What follows belongs to an exercise in optimizing a design on an open flow for small area; a production flow would make more cautious choices.
The RTL was checked by simulation tests, not by an equivalence proof against the original design.
No driver is modelled on the clock port, so clocking that relies on it looks cheaper here than on a real chip.
Power is estimated from default activity; no workload was simulated.

==> flow/design.v <==
module debounce (
    input wire clock,
    input wire rst,
    input wire ic,
    input wire key,
    output wire edge_o
);
    reg p, w, x;
    wire kk = key ^ p;
    always @(posedge clock) begin
        if (rst) begin
            p <= 1'b0; w <= 1'b0; x <= 1'b0;
        end else begin
            p <= p ^ (w & ic & kk);
            w <= ~ic & (w | kk) & ~(x & ~p);
            x <= w & ic & (kk | p);
        end
    end
    assign edge_o = p & x;
endmodule
module timebase (
    input  wire clock,
    input  wire rst,       
    input  wire first,     
    output wire pulse,     
    output reg  blink,     
    output wire intclock,  
    output wire dstep,     
    output wire [2:0] q    
);
    localparam [14:0] P15 = 15'b010101010101010;
    reg [14:0] sd;
    wire sd_low0 = (sd[13:0] == P15[13:0]);            
    always @(posedge clock) begin
        if (rst) sd <= P15;                             
        else     sd <= {~sd[13:0], ~(sd[14] ^ sd[13]) ^ sd_low0};
    end
    assign pulse = sd_low0 & ~sd[14] & ~first;
    localparam [14:0] BL_J = 15'd8486;
    localparam [14:0] BL_T = 15'd4251;
    localparam [14:0] BL_R = BL_T ^ P15;
    reg [14:0] bl;
    wire bl_hit = (bl[0] == BL_R[0]) & (bl[1] == BL_R[1]) & (bl[2] == BL_R[2]) &
                  (bl[3] == BL_R[3]) & (bl[5] == BL_R[5]) & (bl[6] == BL_R[6]) &
                  (bl[7] == BL_R[7]) & (bl[8] == BL_R[8]) & (bl[10] == BL_R[10]) &
                  (bl[12] == BL_R[12]) & (bl[14] == BL_R[14]);
    always @(posedge clock) begin
        if (rst) bl <= BL_J ^ P15;
        else     bl <= {~bl[13:0], bl[14] ^ bl[3]} ^ {10'd0, bl_hit, 4'd0};
    end
    always @(posedge clock) begin
        if (rst)         blink <= 1'b0;
        else if (bl_hit) blink <= ~blink;
    end
    reg [3:0] c15;
    reg       h;
    reg [2:0] dq;
    reg [3:0] c11;
    wire z = (c15 == 4'b1010);                          
    always @(posedge clock) begin
        if (rst) c15 <= 4'b1010;
        else     c15 <= {~c15[2:0], c15[3] ^ c15[2]};
    end
    reg [2:0] dq_next;
    always @(*) begin
        case (dq)
            3'b000:  dq_next = 3'b001;
            3'b001:  dq_next = 3'b110;
            3'b110:  dq_next = 3'b010;
            3'b010:  dq_next = 3'b011;
            3'b011:  dq_next = 3'b111;
            3'b111:  dq_next = 3'b100;
            3'b100:  dq_next = 3'b101;
            default: dq_next = 3'b000;
        endcase
    end
    always @(posedge clock) begin
        if (rst) begin
            h   <= 1'b0;
            dq  <= 3'b000;
            c11 <= 4'd0;
        end else if (z) begin
            h   <= ~h;
            if (h) dq <= dq_next;
            c11 <= (c11[3] & c11[1]) ? 4'd0 : c11 + 4'd1;
        end
    end
    assign intclock = h ^ c11[0] ^ ((c11 == 4'd0) & ~z);
    assign dstep = z & h;
    assign q = dq;
endmodule
module watch (
    input  wire clock,
    input  wire rst,
    input  wire pulse,
    input  wire cfg_e,
    input  wire inc_e,
    input  wire dec_e,
    output reg  [1:0] md,    
    output reg  [5:0] sb,
    output reg  [5:0] es,
    output reg  [5:0] mi,
    output reg  [4:0] hr
);
    always @(posedge clock) begin
        if (rst)        md <= 2'd3;
        else if (cfg_e) md <= md - 2'd1;
    end
    wire m_run = (md == 2'd3);
    wire m_eh  = (md == 2'd2);
    wire m_em  = (md == 2'd1);
    wire m_es  = (md == 2'd0);
    wire tick  = m_run & pulse;
    wire es59  = es[5] & es[4] & es[3] & es[1] & es[0];    
    wire mi59  = mi[5] & mi[4] & mi[3] & mi[1] & mi[0];    
    wire carry = tick & ~cfg_e & es59;
    reg  [1:0] fs;       
    always @(*) begin
        if (m_run) fs = carry ? (mi59 ? 2'd2 : 2'd1) : 2'd0;
        else       fs = md;
    end
    reg  [5:0] x;
    always @(*) begin
        case (fs)
            2'd0:    x = es;
            2'd1:    x = mi;
            default: x = {1'b0, hr};
        endcase
    end
    wire [5:0] lim = fs[1] ? 6'd23 : 6'd59;
    wire up = m_run | inc_e;
    wire xlim = fs[1] ? (x[4] & x[2] & x[1] & x[0]) : (x[5] & x[4] & x[3] & x[1] & x[0]);
    wire [5:0] xs = x + {{5{~up}}, 1'b1};
    wire [5:0] y = up ? (xlim ? 6'd0 : xs)
                      : ((x == 6'd0) ? lim : xs);
    wire ed = (inc_e | dec_e);
    always @(posedge clock) begin
        if (rst)                         es <= 6'd0;
        else if (tick & ~cfg_e)          es <= es59 ? 6'd0 : y;
        else if (m_es & ed & ~cfg_e)     es <= y;
    end
    always @(posedge clock) begin
        if (rst)                 sb <= 6'd0;
        else if (tick)           sb <= es59 ? 6'd0 : y;
        else if (m_es & cfg_e)   sb <= es;
    end
    always @(posedge clock) begin
        if (rst)                 mi <= 6'd0;
        else if (carry)          mi <= mi59 ? 6'd0 : y;
        else if (m_em & ed)      mi <= y;
    end
    always @(posedge clock) begin
        if (rst)                      hr <= 5'd0;
        else if ((carry & mi59) | (m_eh & ed)) hr <= y[4:0];
    end
endmodule
module dspl_drv (
    input  wire clock,
    input  wire disp_rst,
    input  wire dstep,
    input  wire [2:0] q,
    input  wire blink,
    input  wire [1:0] md,    
    input  wire [5:0] es, mi,
    input  wire [4:0] hr,
    output wire [7:0] an,
    output wire [7:0] dec_ddp
);
    wire [1:0] f = q[2:1];
    wire       t = q[0];
    reg  [5:0] fv;
    always @(*) begin
        case (f)
            2'b00:   fv = es;
            2'b01:   fv = mi;
            2'b10:   fv = {1'b0, hr};
            default: fv = 6'd0;
        endcase
    end
    wire [2:0] fv_t = (fv >= 6'd50) ? 3'd5 : (fv >= 6'd40) ? 3'd4 : (fv >= 6'd30) ? 3'd3 :
                      (fv >= 6'd20) ? 3'd2 : (fv >= 6'd10) ? 3'd1 : 3'd0;
    wire [5:0] fv_u = fv - {fv_t, 3'b000} - {1'b0, fv_t, 1'b0};
    wire [3:0] dig = t ? {1'b0, fv_t} : fv_u[3:0];
    wire fen = blink | (md != f);
    reg [3:0] sel;
    reg       en;
    always @(posedge clock or posedge disp_rst) begin
        if (disp_rst) begin
            sel  <= 4'd12;
            en   <= 1'b0;
        end else if (dstep) begin
            sel  <= dig;
            en   <= fen;
        end
    end
    assign an[0] = ~(en & (q == 3'b001));
    assign an[1] = ~(en & (q == 3'b110));
    assign an[2] = 1'b1;
    assign an[3] = ~(en & (q == 3'b011));
    assign an[4] = ~(en & (q == 3'b111));
    assign an[5] = 1'b1;
    assign an[6] = ~(en & (q == 3'b101));
    assign an[7] = ~(en & (q == 3'b000));
    reg [6:0] seg;
    always @(*) begin
        case (sel)
            4'd1: seg = 7'b1001111;
            4'd2: seg = 7'b0010010;
            4'd3: seg = 7'b0000110;
            4'd4: seg = 7'b1001100;
            4'd5: seg = 7'b0100100;
            4'd6: seg = 7'b0100000;
            4'd7: seg = 7'b0001111;
            4'd8: seg = 7'b0000000;
            4'd9: seg = 7'b0000100;
            default: seg = 7'b0000001;    
        endcase
    end
    assign dec_ddp = {seg, ~(sel[3] & sel[2])};
endmodule
module clock_top(
    input wire clock,
    input wire reset_i,
    input wire config_i,
    input wire increment_i,
    input wire decrement_i,
    output wire [15:0] LED,
    output wire [7:0] an,
    output wire [7:0] dec_ddp
);
    reg [2:0] rs;
    always @(posedge clock or negedge reset_i) begin
        if (!reset_i) rs <= 3'b000;
        else          rs <= {rs[1], rs[1] | rs[0], ~rs[2]};
    end
    wire rst      = ~rs[2];
    wire disp_rst = ~rs[2] | rs[0];
    wire pulse, blink, intclock, dstep;
    wire [2:0] q;
    timebase u_tb (
        .clock(clock), .rst(rst), .first(rs[0]),
        .pulse(pulse), .blink(blink), .intclock(intclock), .dstep(dstep), .q(q)
    );
    wire cfg_e, inc_e, dec_e;
    debounce u_dc (.clock(clock), .rst(rst), .ic(intclock), .key(config_i),    .edge_o(cfg_e));
    debounce u_di (.clock(clock), .rst(rst), .ic(intclock), .key(increment_i), .edge_o(inc_e));
    debounce u_dd (.clock(clock), .rst(rst), .ic(intclock), .key(decrement_i), .edge_o(dec_e));
    wire [1:0] md;
    wire [5:0] sb, es, mi;
    wire [4:0] hr;
    watch u_w (
        .clock(clock), .rst(rst), .pulse(pulse),
        .cfg_e(cfg_e), .inc_e(inc_e), .dec_e(dec_e),
        .md(md), .sb(sb), .es(es), .mi(mi), .hr(hr)
    );
    assign LED = {10'b0, sb};
    dspl_drv u_d (
        .clock(clock), .disp_rst(disp_rst), .dstep(dstep), .q(q), .blink(blink),
        .md(md), .es(es), .mi(mi), .hr(hr),
        .an(an), .dec_ddp(dec_ddp)
    );
endmodule
Settings: LEC_CHECK=0, ABC_AREA=1, CAP_MARGIN=20, CORE_MARGIN=2, CORE_UTILIZATION=40, CTS_BUF_LIST=sky130_fd_sc_hd__clkbuf_8, SLEW_MARGIN=20; clock period 10.0 ns.
standard.sh (not shown) runs the stock make flow with config.mk's settings and CLKGATE_MAP_FILE= SYNTH_SCRIPT=/design/flow/synth_recipe.tcl, a recipe that flattens the netlist after the stock synthesis.
==> flow/flow/run.sh <==
#!/bin/bash
# Own layout flow:
#  1. the standard synthesis (standard.sh synth), unchanged;
#  2. the combinational logic between the registers is mapped again with
#     several area-oriented ABC scripts (abc_scripts.txt, one per line); every
#     register instance (name and cell) is kept. The smallest result that
#     Yosys proves equivalent to the standard netlist is used (if none is
#     proved, the standard netlist is used);
#  3. the standard layout (standard.sh finish) on that netlist, with the
#     port buffers made of buf_1 cells and the clock tree made by
#     manual_cts.tcl (4 clkbuf_8 leaf buffers driven by the clock port).
# Each tool writes its full output to a log file of its own here.
set -uo pipefail
W=$(pwd)
F=$W/flow
R=$W/orfs/results/$FLOW_PLATFORM/clock_top/base
LIB=$FLOW_HOME/platforms/$FLOW_PLATFORM/lib/sky130_fd_sc_hd__tt_025C_1v80.lib

bash standard.sh synth > $W/log_1_synth.log 2>&1 || exit 1
cp $R/1_2_yosys.v $W/std_netlist.v

python3 $F/gen_cells.py $LIB $W/cells_comb.v $W/cells_seq.v > $W/log_2_cells.log 2>&1

DU="-dont_use sky130_fd_sc_hd__probe_p_8 -dont_use sky130_fd_sc_hd__probec_p_8 -dont_use sky130_fd_sc_hd__lpflow_*"
i=0
while IFS= read -r line; do
  [[ -z "$line" ]] && continue
  i=$((i+1))
  echo "$line" | tr ';' '\n' > $W/reopt_$i.abc
  cat > $W/reopt_$i.ys <<EOF
read_liberty -lib $LIB
read_verilog $W/std_netlist.v
hierarchy -top $FLOW_TOP
techmap -map $W/cells_comb.v
opt_clean
techmap
opt -purge
abc -liberty $LIB $DU -script $W/reopt_$i.abc
opt_clean -purge
hilomap -singleton -hicell sky130_fd_sc_hd__conb_1 HI -locell sky130_fd_sc_hd__conb_1 LO
splitnets
opt_clean -purge
tee -o $W/reopt_$i.stat stat -liberty $LIB
write_verilog -noattr -nohex -nodec $W/reopt_$i.v
EOF
  timeout 300 yosys -s $W/reopt_$i.ys > $W/log_3_reopt_$i.log 2>&1 &
  # at most NUM_CORES at a time (ABC's time limits are wall-clock)
  while (( $(jobs -rp | wc -l) >= ${NUM_CORES:-4} )); do sleep 1; done
done < $F/abc_scripts.txt
wait

# candidates, smallest first
for f in $W/reopt_*.stat; do
  a=$(awk '/Chip area/ {print $NF}' $f)
  [[ -n "$a" ]] && echo "$a ${f%.stat}.v"
done | sort -g > $W/log_4_candidates.log

choice=""
while read -r a v; do
  [[ -s $v ]] || continue
  cat > $W/equiv.ys <<EOF
read_verilog $W/cells_comb.v
read_verilog $W/cells_seq.v
read_verilog $W/std_netlist.v
rename $FLOW_TOP gold
read_verilog $v
rename $FLOW_TOP gate
proc
flatten gold gate
opt_clean
async2sync
equiv_make gold gate eq
equiv_simple -seq 2 eq
equiv_induct eq
equiv_status -assert eq
EOF
  if timeout 600 yosys -s $W/equiv.ys > $W/log_5_equiv_$(basename $v .v).log 2>&1; then
    choice=$v
    break
  fi
done < $W/log_4_candidates.log

if [[ -n "$choice" ]]; then
  echo "using $choice (proved equivalent)" > $W/log_5_choice.log
  cp $choice $R/1_2_yosys.v
  rm -f $R/1_synth.odb $R/1_synth.sdc
else
  echo "no re-mapped netlist proved equivalent; using the standard one" > $W/log_5_choice.log
fi

bash standard.sh "BUFFER_PORTS_ARGS=-buffer_cell sky130_fd_sc_hd__buf_1" \
  "PRE_CTS_TCL=$F/manual_cts.tcl" CTS_LEAVES=4 CTS_LEAF_BUF=sky130_fd_sc_hd__clkbuf_8 CTS_BIG_BUF=sky130_fd_sc_hd__clkbuf_16 CTS_BIG_AT=18 \
  "CTS_ARGS=-sink_clustering_enable -repair_clock_nets -buf_list sky130_fd_sc_hd__clkbuf_8 -dont_use_dummy_load" \
  finish > $W/log_6_layout.log 2>&1
==> flow/flow/manual_cts.tcl <==
# Clock tree made by hand, run before ORFS's clock_tree_synthesis (PRE_CTS_TCL):
# the registers are split into CTS_LEAVES groups by position (k-means), each
# group is driven by one buffer placed at its centre (CTS_BIG_BUF for a group
# of more than CTS_BIG_AT registers, else CTS_LEAF_BUF), and the
# clock port drives those buffers. The clock nets are then left out of
# clock_tree_synthesis, so it adds nothing; the rest of the CTS step
# (legalisation, timing repair) runs as usual.
set K $::env(CTS_LEAVES)
set BUF $::env(CTS_LEAF_BUF)
set block [ord::get_db_block]
set db [ord::get_db]
set clk [$block findNet clock]
set sinks {}
foreach it [$clk getITerms] {
  set inst [$it getInst]
  set bb [$inst getBBox]
  lappend sinks [list $it [expr {([$bb xMin] + [$bb xMax]) / 2}] [expr {([$bb yMin] + [$bb yMax]) / 2}]]
}
set n [llength $sinks]
puts "manual CTS: $n clock sinks, $K leaf buffers $BUF"
# k-means on the sink positions, seeded by sinks spread through the list
set sorted [lsort -real -index 1 $sinks]
set cent {}
for {set k 0} {$k < $K} {incr k} {
  set s [lindex $sorted [expr {(2 * $k + 1) * $n / (2 * $K)}]]
  lappend cent [list [lindex $s 1] [lindex $s 2]]
}
for {set iter 0} {$iter < 50} {incr iter} {
  set asg {}
  foreach s $sinks {
    set best 0
    set bd 1e18
    for {set k 0} {$k < $K} {incr k} {
      set c [lindex $cent $k]
      set d [expr {abs([lindex $s 1] - [lindex $c 0]) + abs([lindex $s 2] - [lindex $c 1])}]
      if {$d < $bd} { set bd $d; set best $k }
    }
    lappend asg $best
  }
  set newc {}
  for {set k 0} {$k < $K} {incr k} {
    set sx 0.0; set sy 0.0; set c 0
    foreach s $sinks a $asg {
      if {$a == $k} { set sx [expr {$sx + [lindex $s 1]}]; set sy [expr {$sy + [lindex $s 2]}]; incr c }
    }
    if {$c > 0} { lappend newc [list [expr {$sx / $c}] [expr {$sy / $c}]] } else { lappend newc [lindex $cent $k] }
  }
  set cent $newc
}
set BIG_BUF $::env(CTS_BIG_BUF)
set BIG_AT $::env(CTS_BIG_AT)
set skip [list clock]
for {set k 0} {$k < $K} {incr k} {
  set cnt 0
  foreach a $asg { if {$a == $k} { incr cnt } }
  # a larger buffer for a larger group
  set master [$db findMaster [expr {$cnt > $BIG_AT ? $BIG_BUF : $BUF}]]
  set inst [odb::dbInst_create $block $master "clkleaf_$k"]
  set net [odb::dbNet_create $block "clknet_leaf_$k"]
  $net setSigType CLOCK
  [$inst findITerm A] connect $clk
  [$inst findITerm X] connect $net
  set c [lindex $cent $k]
  $inst setLocation [expr {int([lindex $c 0])}] [expr {int([lindex $c 1])}]
  $inst setPlacementStatus PLACED
  set cnt 0
  foreach s $sinks a $asg {
    if {$a == $k} { set it [lindex $s 0]; $it disconnect; $it connect $net; incr cnt }
  }
  puts "manual CTS: clkleaf_$k ([$master getName]) drives $cnt sinks"
  lappend skip "clknet_leaf_$k"
}
set_cts_config -skip_nets $skip
Other scripts of this flow, unchanged in this note and not shown: flow/flow/abc_scripts.txt, flow/flow/gen_cells.py
Next try:
CORE_UTILIZATION = 65   (was 40)
The changed run finished with timing, DRC and antenna clean.
Power decreases by 0.51%.
Area after synthesis is unchanged.
Global-route usage increases by 9.5 points.
Cell area decreases by 1.2%.
Clock power hardly moves.
Die area decreases by 37%.
Sequential share of layout area increases by 0.54 points.
Cell count decreases by 6.4%.
Fmax increases by 2.9%.
Setup slack improved by 0.12 ns.
Next try:
--- a/flow/flow/run.sh
+++ b/flow/flow/run.sh
@@ -91,3 +91,3 @@
 bash standard.sh "BUFFER_PORTS_ARGS=-buffer_cell sky130_fd_sc_hd__buf_1" \
-  "PRE_CTS_TCL=$F/manual_cts.tcl" CTS_LEAVES=4 CTS_LEAF_BUF=sky130_fd_sc_hd__clkbuf_8 CTS_BIG_BUF=sky130_fd_sc_hd__clkbuf_16 CTS_BIG_AT=18 \
+  "PRE_CTS_TCL=$F/manual_cts.tcl" CTS_LEAVES=4 CTS_LEAF_BUF=sky130_fd_sc_hd__clkbuf_8 CTS_BIG_BUF=sky130_fd_sc_hd__clkbuf_16 CTS_BIG_AT=30 \
   "CTS_ARGS=-sink_clustering_enable -repair_clock_nets -buf_list sky130_fd_sc_hd__clkbuf_8 -dont_use_dummy_load" \
Outcome:
- The changed run went through all stages and came out clean
- clock power drops by a few percent
- via count drops slightly
- synthesized cell count is unchanged
- final area drops slightly
- sequential share of layout area climbs by 0.14 points
- die area does not change
- hold slack improved by 0.0069 ns

==> what the ideal ports hide <==
The results above use ideal ports. As a check the final layouts listed here were re-extracted and re-timed, cells and wires unchanged. Step 1, drivers: a clkbuf_16 drives clock and a buf_2 each remaining input, both assumed. Step 2 also shifts input and output timing later by t, the mid clock arrival at the registers, as if the neighbouring blocks saw the same clock. Slacks: ideal ports / drivers / drivers and shift; pairs: ideal ports / drivers.
run	t, ns	slack for setup (ns)	clock arrival spread, ns	worst data-port slew with drivers (ns)
the first run	0.226	5.632 / 5.632 / 5.632	0.022 / 0.021	0.03
the second run	0.226	5.753 / 5.753 / 5.753	0.029 / 0.028	0.03
the third run	0.222	5.744 / 5.744 / 5.744	0.028 / 0.029	0.03
After both steps every run listed still meets setup and hold.
